From an optimization exercise on the open Yosys and OpenROAD flow, aimed at small area; shortcuts taken in it are not production practice.
Only simulation tests tie the RTL to the original design; equivalence was not proved.
No activity file was given, so power comes from the tool's default toggle rates.

==> inputs of run a <==
## filter
module filter(
  input                clk         ,
  input                reset       ,
  input                sample_en   ,
  input signed [11:0]  filter_in   ,
  input [15:0]         coefdata    ,
  input                coefdata_en ,
  output signed [11:0] filter_out  ,
  output               out_valid
  );
==> flow/config.mk <==
export PLATFORM = sky130hd
export DESIGN_NAME = filter
export DESIGN_NICKNAME = filter
export VERILOG_FILES = /design/flow/design.v
export SDC_FILE = /design/flow/constraint.sdc
export NUM_CORES = 4
export LEC_CHECK = 0
export CAP_MARGIN = 20
export CORE_MARGIN = 2
export CORE_UTILIZATION = 65
export CTS_BUF_LIST = sky130_fd_sc_hd__clkbuf_16
export CTS_CLUSTER_DIAMETER = 100
export CTS_CLUSTER_SIZE = 30
export SLEW_MARGIN = 20
export SYNTH_HIERARCHICAL = 1
export SYNTH_MINIMUM_KEEP_SIZE = 0
==> flow/constraint.sdc <==
create_clock -name core_clock -period 50.0 [get_ports {clk}]
set_input_delay 10.0000 -clock core_clock [delete_from_list [all_inputs] [get_ports {clk}]]
set_output_delay 10.0000 -clock core_clock [all_outputs]
set_load 0.01 [all_outputs]
run.sh (not shown) runs the stock make flow with config.mk's settings and CLKGATE_MAP_FILE= SYNTH_SCRIPT=/design/flow/synth_recipe.tcl, a recipe that flattens the netlist after the stock synthesis.
==> run b: changes against run a <==
--- a/flow/design.v
+++ b/flow/design.v
@@ -7,63 +7,89 @@
   input [15:0]         coefdata    ,
   input                coefdata_en ,
   output signed [11:0] filter_out  ,
   output               out_valid
   );
   wire start = sample_en & ~coefdata_en;
   reg        busy;       
   reg        run;        
-  reg  [5:0] k;          
-  reg  [2:0] tsel;       
-  reg  [3:0] lo;         
-  reg  [2:0] hi;
+  reg  [5:0] s;          
+  reg  [5:0] kk;         
+  reg  [5:0] gd;         
+  reg  [3:0] tj;         
+  reg  [2:0] ta;
   reg  [5:0] f;          
   reg  [5:0] nsamp;      
   reg        pend;       
-  reg        dv, cv;     
+  reg  [3:0] v;          
   reg [11:0] out_reg;
   reg        valid_reg;
-  wire       go    = busy & ~run & (lo == 4'd0);
-  wire       mac   = run | go;
-  wire [2:0] tap   = run ? tsel : hi;
-  wire       last  = mac & (k == 6'd60);
-  wire       ins   = pend & (hi == 3'd0) & (lo == 4'd3);
-  reg [15:0] c [0:58];    
-  wire cshift = coefdata_en | mac;
+  reg [15:0] cr [0:60];
+  reg [15:0] e  [0:3];
+  wire       vany  = |v;
+  wire       gapok = (kk == 6'd0)  | (kk == 6'd5)  | (kk == 6'd10) | (kk == 6'd15) |
+                     (kk == 6'd20) | (kk == 6'd25) | (kk == 6'd30) | (kk == 6'd35) |
+                     (kk == 6'd40) | (kk == 6'd45) | (kk == 6'd50) | (kk == 6'd55) |
+                     (kk == 6'd60);
+  wire       insc  = gapok & (vany | coefdata_en);
+  wire [15:0] newc = v[3] ? e[3] : v[2] ? e[2] : v[1] ? e[1] : v[0] ? e[0] : coefdata;
   integer i;
   always @(posedge clk) begin
-    if (cshift) begin
-      for (i = 0; i < 58; i = i + 1) c[i] <= c[i+1];
-      c[58] <= coefdata_en ? coefdata : c[0];
+    for (i = 0; i < 60; i = i + 1) cr[i] <= cr[i+1];
+    cr[60] <= cr[0];
+    if (insc) begin
+      for (i = 0; i < 12; i = i + 1)
+        if (kk == 5 * i) cr[59 - 5 * i] <= newc;
+      if (kk == 6'd60) cr[60] <= newc;
     end
+    e[0] <= coefdata; e[1] <= e[0]; e[2] <= e[1]; e[3] <= e[2];
   end
-  reg [11:0] d [0:60];
+  reg [11:0] dr [0:60];
   reg [11:0] xb;
-  integer j;
+  wire insd = pend & (gd == 6'd0);
   always @(posedge clk) begin
-    for (j = 0; j < 60; j = j + 1) d[j] <= d[j+1];
-    d[60] <= d[0];
-    if (ins) d[0] <= xb;
+    for (i = 0; i < 60; i = i + 1) dr[i] <= dr[i+1];
+    dr[60] <= insd ? xb : dr[0];
     if (start) xb <= filter_in;
   end
+  reg [15:0] ctap;
+  always @(*) begin
+    case (ta)
+      3'd0: ctap = cr[0];
+      3'd1: ctap = cr[1];
+      3'd2: ctap = cr[2];
+      3'd3: ctap = cr[3];
+      3'd4: ctap = cr[4];
+      3'd5: ctap = cr[5];
+      default: ctap = cr[6];
+    endcase
+  end
   reg [11:0] dtap;
   always @(*) begin
-    case (tap)
-      3'd0: dtap = d[0];
-      3'd1: dtap = d[12];
-      3'd2: dtap = d[24];
-      3'd3: dtap = d[36];
-      default: dtap = d[48];
+    case (tj)
+      4'd0: dtap = dr[0];
+      4'd1: dtap = dr[7];
+      4'd2: dtap = dr[14];
+      4'd3: dtap = dr[21];
+      4'd4: dtap = dr[28];
+      4'd5: dtap = dr[35];
+      4'd6: dtap = dr[42];
+      4'd7: dtap = dr[49];
+      default: dtap = dr[56];
     endcase
   end
-  wire dval = dv & (k != nsamp);
-  wire cval = cv | (k == f);
-  wire [11:0] xa = dval ? dtap : 12'd0;
-  wire [15:0] cb = cval ? c[0] : 16'd0;
+  wire       go   = busy & ~run & ~vany;
+  wire       mac  = run | go;
+  wire       last = run & (s == 6'd60);
+  wire [6:0] kr   = {1'b0, kk} + {4'd0, ta} + 7'd1;       
+  wire [5:0] k    = (kr >= 7'd61) ? kr - 7'd61 : kr[5:0];
+  wire       val  = (k >= f) & (k < nsamp);               
+  wire [11:0] xa  = val ? dtap : 12'd0;
+  wire [15:0] cb  = ctap;
   reg  [27:0] accn;       
   wire [27:0] s0n;
   wire ppn_0_0 = ~(xa[0] & cb[0]);
   wire ppn_0_1 = ~(xa[0] & cb[1]);
   wire ppn_0_2 = ~(xa[0] & cb[2]);
   wire ppn_0_3 = ~(xa[0] & cb[3]);
   wire ppn_0_4 = ~(xa[0] & cb[4]);
   wire ppn_0_5 = ~(xa[0] & cb[5]);
@@ -679,46 +705,49 @@
   wire        rnd = sum[15] & (sum[16] | (|sum[14:0]));
   wire [11:0] y;
   wire [12:0] yc;
   assign yc[0] = rnd;
   genvar g;
   generate for (g = 0; g < 12; g = g + 1) begin : yinc
     fir_ha u (.a(sum[16+g]), .b(yc[g]), .s(y[g]), .co(yc[g+1]));
   end endgenerate
+  wire [1:0] de = {1'b0, insc} + {1'b0, start};    
   always @(posedge clk or posedge reset) begin
     if (reset) begin
-      busy <= 1'b0; run <= 1'b0; k <= 6'd2; tsel <= 3'd0;
-      lo <= 4'd0; hi <= 3'd0; f <= 6'd61; nsamp <= 6'd0; pend <= 1'b0;
-      dv <= 1'b0; cv <= 1'b0;
-      out_reg <= 12'd0; valid_reg <= 1'b0;
+      busy <= 1'b0; run <= 1'b0; s <= 6'd0; kk <= 6'd0; gd <= 6'd0;
+      tj <= 4'd1; ta <= 3'd6; f <= 6'd61; nsamp <= 6'd0; pend <= 1'b0;
+      v <= 4'd0; out_reg <= 12'd0; valid_reg <= 1'b0;
     end else begin
-      if (start) begin
-        if (lo >= 4'd2) lo <= lo - 4'd2;
-        else begin
-          lo <= (hi == 3'd0) ? lo + 4'd11 : lo + 4'd10;
-          hi <= (hi == 3'd0) ? 3'd4 : hi - 3'd1;
-        end
-      end else begin
-        if (lo != 4'd0) lo <= lo - 4'd1;
-        else begin
-          lo <= (hi == 3'd0) ? 4'd12 : 4'd11;
-          hi <= (hi == 3'd0) ? 3'd4 : hi - 3'd1;
-        end
+      if (!insc) kk <= (kk == 6'd60) ? 6'd0 : kk + 6'd1;
+      v[0] <= coefdata_en & ~(insc & ~vany);
+      v[1] <= v[0] & ~(insc & v[0] & ~v[1] & ~v[2] & ~v[3]);
+      v[2] <= v[1] & ~(insc & v[1] & ~v[2] & ~v[3]);
+      v[3] <= v[2] & ~(insc & v[2] & ~v[3]);
+      if (start) gd <= (gd == 6'd0) ? 6'd59 : (gd == 6'd1) ? 6'd60 : gd - 6'd2;
+      else       gd <= (gd == 6'd0) ? 6'd60 : gd - 6'd1;
+      if (start) pend <= 1'b1;
+      else if (insd) pend <= 1'b0;
+      if (de == 2'd1) begin
+        if (ta != 3'd6) ta <= ta + 3'd1;
+        else if (tj != 4'd0) begin tj <= tj - 4'd1; ta <= 3'd0; end
+        else begin tj <= 4'd8; ta <= 3'd2; end
+      end else if (de == 2'd2) begin
+        if (ta <= 3'd4) ta <= ta + 3'd2;
+        else if (tj != 4'd0) begin tj <= tj - 4'd1; ta <= ta - 3'd5; end
+        else begin tj <= 4'd8; ta <= ta - 3'd3; end
       end
       if (start) begin
-        busy <= 1'b1; pend <= 1'b1;
+        busy <= 1'b1;
         if (nsamp != 6'd61) nsamp <= nsamp + 6'd1;
       end
-      if (ins) pend <= 1'b0;
-      if (go) begin run <= 1'b1; tsel <= hi; end
-      if (mac) begin k <= k + 6'd1; dv <= dval; cv <= cval; end
-      else begin dv <= |nsamp[5:1]; cv <= 1'b0; end
+      if (go) run <= 1'b1;
+      if (mac) s <= s + 6'd1;
       if (last) begin
-        busy <= 1'b0; run <= 1'b0; k <= 6'd2;
+        busy <= 1'b0; run <= 1'b0; s <= 6'd0;
         out_reg <= y;
       end
       valid_reg <= last;
       if (coefdata_en && f != 6'd2) f <= f - 6'd1;
     end
   end
   assign filter_out = out_reg;
   assign out_valid  = valid_reg;
- CAP_MARGIN: 20 -> 0
- CTS_CLUSTER_DIAMETER: 100 -> 90
- CTS_CLUSTER_SIZE: 30 -> 28
- GPL_TIMING_DRIVEN: default -> 0
- SLEW_MARGIN: 20 -> 0
==> results.txt <==
metric	run a	run b
Area occupied by registers	45080 um^2	37830 um^2
Gate count after technology mapping	2600	3385
Sequential cell area share	79.96%	69.20%
Async set-reset flop share out of synthesis	2.611%	3.050%
Horiz. Die Dim	289.0 um	283.4 um
Post-Route Skew	0.03584 ns	0.02279 ns
Post-DR vias/cell	5.243	5.166
Multi-input logic area	7362 um^2	12190 um^2
Synth warnings	9	10
Maximum ir drop on the vdd rail	0.00006345 V	0.00005976 V
Total power consumption of the routed design	3.855 mW	3.497 mW
Combinational group share of total power	22.9%	29.6%
Sw Ratio	28.76%	32.42%
Number of non-filler instances in the completed layout	3766	4574
FP Rows	104	102
Clock Sink Count	1762	1869
Result of the run	finished clean	finished clean
Die Y	289.0 um	283.4 um

==> afterwards: timing with drivers on the ports <==
No port has a modelled driver above. Below, the same layouts with a new extraction and two added sets of constraints. Step 1, drivers: a clkbuf_16 drives clk and a buf_2 each remaining input, both assumed. Step 2 moves the port delays by t, midway between the first and last clock arrival at a register: inputs arrive t later, outputs are due t later. That takes back most of the time a late clock gives input paths. Three values: ideal, step 1, step 2; two values: the first two.
run	t (ns)	setup slack, ns	worst hold slack (ns)
run a	0.710	35.200 / 35.200 / 35.200	0.314 / 0.314 / 0.314
run b	0.714	32.039 / 32.039 / 32.039	0.319 / 0.319 / 0.319
After both steps every run listed still meets setup and hold.
